This is an optimization exercise on Yosys and OpenROAD, whose aim is small area, a short achievable clock period and few clock cycles per item, not a production implementation. RTL that was checked went through simulation tests only; none was proved equivalent to the original. Power is estimated from default activity; no workload was simulated.

==> inputs of build 53 <==
==> flow/design.v <==
`timescale 1ns / 10ps
module MGU #(
	parameter VPropWidth   = 32,
	parameter EIndexWidth  = 32,
	parameter EDegreeWidth = 30,
	parameter DataWidth    = 512,
	parameter MsgWidth     = 64,
	parameter VMUDataWidth = 94
)(
    input 						 clk,
	input 						 resetn,
	output reg    [MsgWidth-1:0] FIFO_data_msg,
	output                       FIFO_write_msg,
    input                        FIFO_full_msg,
	input     [VMUDataWidth-1:0] FIFO_data_vmu_a,
	output                       FIFO_read_vmu_a,
	input                        FIFO_empty_vmu_a,
	input                        FIFO_read_valid_vmu_a,
	input     [VMUDataWidth-1:0] FIFO_data_vmu_b,
	output                       FIFO_read_vmu_b,
	input                        FIFO_empty_vmu_b,
	input                        FIFO_read_valid_vmu_b,
	output       [EIndexWidth-1:0] read_addr,
	input	     [DataWidth-1:0] read_data,
	output	   			         start_rd,
	input                        end_rd
);
localparam [1:0] S_RST = 2'd0, S_IDLE = 2'd1, S_WAIT = 2'd2, S_DATA = 2'd3;
reg  [1:0]  state;
reg  [30:0] prop;        
reg  [13:0] nblk;        
reg         rem1;        
reg         rem2;        
reg  [7:0]  slot;        
reg  [29:0] rem;         
reg         msg_v;       
reg         full_q;      
wire        rv  = FIFO_read_valid_vmu_a | FIFO_read_valid_vmu_b;
wire [93:0] rec = ({94{FIFO_read_valid_vmu_a}} & FIFO_data_vmu_a) |
                  ({94{FIFO_read_valid_vmu_b}} & FIFO_data_vmu_b);
wire data    = (state == S_DATA);
wire cap     = data & (~msg_v | ~full_q);    
wire newrec  = rv & state[0];                
wire nextblk = cap & slot[7] & ~rem1;
assign FIFO_write_msg = msg_v & ~full_q;
assign start_rd       = newrec | nextblk;
assign read_addr      = {12'h44a, rec[46:33] | ({14{~rv}} & nblk), 6'b000000};
wire msg_v_n = cap | (msg_v & full_q);
wire cap_n   = ~FIFO_full_msg | ~msg_v_n;
wire last_n  = (data & cap & ~slot[7] & rem2) |
               (data & ~cap & rem1) |
               ((state == S_WAIT) & end_rd & rem1);
wire want    = resetn & (((state == S_IDLE) & ~rv) | (last_n & cap_n));
assign FIFO_read_vmu_a = want & ~FIFO_empty_vmu_a;
assign FIFO_read_vmu_b = want & FIFO_empty_vmu_a & ~FIFO_empty_vmu_b;
reg [63:0] e;
integer i;
always @* begin
    e = 64'd0;
    for (i = 0; i < 8; i = i + 1)
        e = e | ({64{slot[i]}} & read_data[64*i +: 64]);
end
wire [15:0] weight   = {e[55:48], e[63:56]};
wire [32:0] neighbor = {e[8], e[23:16], e[31:24], e[39:32], e[47:40]};
reg  [15:0] gg, tt;
reg  [16:0] cc;
reg  [14:0] ones;        
integer l, k;
always @* begin
    gg = prop[15:0] & weight;
    tt = prop[15:0] | weight;
    for (l = 0; l < 4; l = l + 1)
        for (k = 0; k < 16; k = k + 1)
            if (k[l]) begin
                gg[k] = gg[k] | (tt[k] & gg[((k >> l) << l) - 1]);
                tt[k] = tt[k] & tt[((k >> l) << l) - 1];
            end
    cc = {gg, 1'b0};
    ones[0] = 1'b1;
    for (k = 1; k < 15; k = k + 1)
        ones[k] = ones[k-1] & prop[16+k-1];
end
wire [15:0] sum_lo = prop[15:0] ^ weight ^ cc[15:0];
wire [14:0] sum_hi = prop[30:16] ^ ({15{cc[16]}} & ones);
always @(posedge clk) begin
    full_q <= FIFO_full_msg;
    if (cap)
        FIFO_data_msg <= {neighbor, sum_hi, sum_lo};
    if (newrec) begin
        prop <= rec[92:62];
        nblk <= rec[46:33] + 14'd1;
        rem1 <= (rec[29:0] == 30'd1);
        rem2 <= (rec[29:0] == 30'd2);
        slot <= 8'd1 << rec[32:30];
        rem  <= rec[29:0];
    end else if (cap) begin
        rem  <= rem - 30'd1;
        slot <= {slot[6:0], slot[7]};
        rem1 <= rem2;
        rem2 <= (rem == 30'd3);
        if (slot[7]) nblk <= nblk + 14'd1;
    end
    if (~resetn) begin
        state <= S_RST;
        msg_v <= 1'b0;
    end else begin
        msg_v <= msg_v_n;
        case (state)
        S_RST:  state <= S_IDLE;
        S_IDLE: if (rv) state <= S_WAIT;
        S_WAIT: if (end_rd) state <= S_DATA;
        S_DATA: if (cap & (slot[7] | rem1)) state <= (rem1 & ~rv) ? S_IDLE : S_WAIT;
        endcase
    end
end
endmodule
==> flow/flow/run.sh <==
#!/bin/bash
# Standard layout, except that the port buffers use the smallest buffer cell
# and synthesis leaves adders to ABC instead of mapping them to adder cells.
set -euo pipefail
export BUFFER_PORTS_ARGS="-buffer_cell sky130_fd_sc_hd__buf_1"
bash standard.sh ADDER_MAP_FILE= finish > standard_make.log 2>&1
==> flow/standard.sh <==
#!/bin/bash
# synth_recipe.tcl (not shown) runs the flow's synth.tcl, then flattens the netlist and writes it again
# the make line also repeats each setting of config.mk as NAME=value (left out here)
make -C /OpenROAD-flow-scripts/flow DESIGN_CONFIG=/design/flow/config.mk WORK_HOME=/design/flow/orfs CLKGATE_MAP_FILE= SYNTH_SCRIPT=/design/flow/synth_recipe.tcl "${@:-finish}"
==> flow/config.mk <==
export PLATFORM = sky130hd
export DESIGN_NAME = MGU
export DESIGN_NICKNAME = MGU
export VERILOG_FILES = /design/flow/design.v
export SDC_FILE = /design/flow/constraint.sdc
export NUM_CORES = 4
export LEC_CHECK = 0
export CAP_MARGIN = 20
export CORE_AREA = 10 10 290 290
export DIE_AREA = 0 0 300 300
export PLACE_DENSITY = 0.6
export SETUP_SLACK_MARGIN = 1.0
export SLEW_MARGIN = 20
==> flow/constraint.sdc <==
create_clock -name core_clock -period 4.0 [get_ports {clk}]
set_input_delay 0.8000 -clock core_clock [delete_from_list [all_inputs] [get_ports {clk}]]
set_output_delay 0.8000 -clock core_clock [all_outputs]
set_load 0.01 [all_outputs]
==> trial 47: changes against build 53 <==
==> flow/design.v, changed modules only <==
module MGU #(
	parameter VPropWidth   = 32,
	parameter EIndexWidth  = 32,
	parameter EDegreeWidth = 30,
	parameter DataWidth    = 512,
	parameter MsgWidth     = 64,
	parameter VMUDataWidth = 94
)(
    input 						 clk,
	input 						 resetn,
	output reg    [MsgWidth-1:0] FIFO_data_msg,
	output                       FIFO_write_msg,
    input                        FIFO_full_msg,
	input     [VMUDataWidth-1:0] FIFO_data_vmu_a,
	output                       FIFO_read_vmu_a,
	input                        FIFO_empty_vmu_a,
	input                        FIFO_read_valid_vmu_a,
	input     [VMUDataWidth-1:0] FIFO_data_vmu_b,
	output                       FIFO_read_vmu_b,
	input                        FIFO_empty_vmu_b,
	input                        FIFO_read_valid_vmu_b,
	output       [EIndexWidth-1:0] read_addr,
	input	     [DataWidth-1:0] read_data,
	output	   			         start_rd,
	input                        end_rd
);
localparam [1:0] S_RST = 2'd0, S_IDLE = 2'd1, S_WAIT = 2'd2, S_DATA = 2'd3;
reg  [1:0]  state;
reg  [30:0] prop;        
reg  [13:0] blk;         
reg  [7:0]  slot;        
reg  [29:0] rem;         
reg         msg_v;       
reg         full_q;      
wire        rv  = FIFO_read_valid_vmu_a | FIFO_read_valid_vmu_b;
wire [93:0] rec = ({94{FIFO_read_valid_vmu_a}} & FIFO_data_vmu_a) |
                  ({94{FIFO_read_valid_vmu_b}} & FIFO_data_vmu_b);
wire data    = (state == S_DATA);
wire cap     = data & (~msg_v | ~full_q);    
wire rem1    = (rem == 30'd1);
wire rem2    = (rem == 30'd2);
wire newrec  = rv & state[0];                
wire nextblk = cap & slot[7] & ~rem1;
assign FIFO_write_msg = msg_v & ~full_q;
assign start_rd       = newrec | nextblk;
assign read_addr      = {12'h44a, rv ? rec[46:33] : blk + 14'd1, 6'b000000};
wire msg_v_n = cap | (msg_v & full_q);
wire cap_n   = ~FIFO_full_msg | ~msg_v_n;
wire last_n  = (data & cap & ~slot[7] & rem2) |
               (data & ~cap & rem1) |
               ((state == S_WAIT) & end_rd & rem1);
wire want    = resetn & (((state == S_IDLE) & ~rv) | (last_n & cap_n));
assign FIFO_read_vmu_a = want & ~FIFO_empty_vmu_a;
assign FIFO_read_vmu_b = want & FIFO_empty_vmu_a & ~FIFO_empty_vmu_b;
reg [63:0] e;
integer i;
always @* begin
    e = 64'd0;
    for (i = 0; i < 8; i = i + 1)
        e = e | ({64{slot[i]}} & read_data[64*i +: 64]);
end
wire [15:0] weight   = {e[55:48], e[63:56]};
wire [32:0] neighbor = {e[8], e[23:16], e[31:24], e[39:32], e[47:40]};
wire [16:0] sum_lo   = {1'b0, prop[15:0]} + {1'b0, weight};
wire [14:0] sum_hi   = sum_lo[16] ? prop[30:16] + 15'd1 : prop[30:16];
always @(posedge clk) begin
    full_q <= FIFO_full_msg;
    if (cap)
        FIFO_data_msg <= {neighbor, sum_hi, sum_lo[15:0]};
    if (newrec) begin
        prop <= rec[92:62];
        blk  <= rec[46:33];
        slot <= 8'd1 << rec[32:30];
        rem  <= rec[29:0];
    end else if (cap) begin
        rem  <= rem - 30'd1;
        slot <= {slot[6:0], slot[7]};
        if (slot[7]) blk <= blk + 14'd1;
    end
    if (~resetn) begin
        state <= S_RST;
        msg_v <= 1'b0;
    end else begin
        msg_v <= msg_v_n;
        case (state)
        S_RST:  state <= S_IDLE;
        S_IDLE: if (rv) state <= S_WAIT;
        S_WAIT: if (end_rd) state <= S_DATA;
        S_DATA: if (cap & (slot[7] | rem1)) state <= (rem1 & ~rv) ? S_IDLE : S_WAIT;
        endcase
    end
end
endmodule
==> flow/flow/run.sh (replaced) <==
#!/bin/bash
# Standard layout, except that the port buffers use the smallest buffer cell.
set -euo pipefail
export BUFFER_PORTS_ARGS="-buffer_cell sky130_fd_sc_hd__buf_1"
bash standard.sh finish > standard_make.log 2>&1
- SETUP_SLACK_MARGIN: 1.0 -> default
==> impl_metrics.ini <==
[layout]
drive_above_1_share_pct = 11.8

[grt]
met3_usage_pct = 5.78
met2_usage_pct = 24.5

[status]
status = timing/DRC/antenna clean

[power_and_ir_drop]
pwr-share-clk_pct = 33.3
swShare_pct = 34.0
p_sw_w = 0.00192

[critical_path]
r2r-end = FIFO_data_msg[13]
Source of the figures above: build 53

==> impl_metrics.ini <==
[power_and_ir_drop]
pg_seq_w = 0.00207
swShare_pct = 35.6
pwr-share-clk_pct = 33.1

[layout]
clkCellAreaFrac_pct = 4.27
largest_reg_flops = 64
drive_above_1_share_pct = 6.93

[timing]
hold_viol_final = 0

[critical_path]
r2r-end = FIFO_data_msg[30]
cp_num_buf_inv = 1

[die]
fp-row-count = 102
fp.dieW_um = 300

[status]
status = timing/DRC/antenna clean
Source of the figures above: trial 47

Testbench counts of trial 47, summed over its fixed seeds: cycles 16,922, messages 9,789.
Function not checked in build 53: the RTL went through the layout flow alone.

## what the ideal ports hide
The results above use ideal ports. As a check the final layouts listed here were re-extracted and re-timed, cells and wires unchanged. Step 1 sets driving cells, clkbuf_16 on the clock port and buf_2 on the other inputs (assumed; they add their load-dependent delay and slew). Step 2 moves the port delays by t, midway between the first and last clock arrival at a register: inputs arrive t later, outputs are due t later. That takes back most of the time a late clock gives input paths. Slacks: no drivers / after step 1 / after step 2; pairs: no drivers / after step 1.
| run | shift t [ns] | setup slack, ns | clock arrival spread, ns |
|---|---|---|---|
| build 53 | 0.538 | 0.747 / 0.747 / 0.429 | 0.022 / 0.021 |
| trial 47 | 0.528 | 0.180 / 0.131 / -0.088 | 0.015 / 0.015 |
Met with ideal ports but missed after step 2: setup timing in trial 47. The setup slack of build 53, which loses most, moves by 0.000 ns with the drivers and by -0.318 ns with both steps.
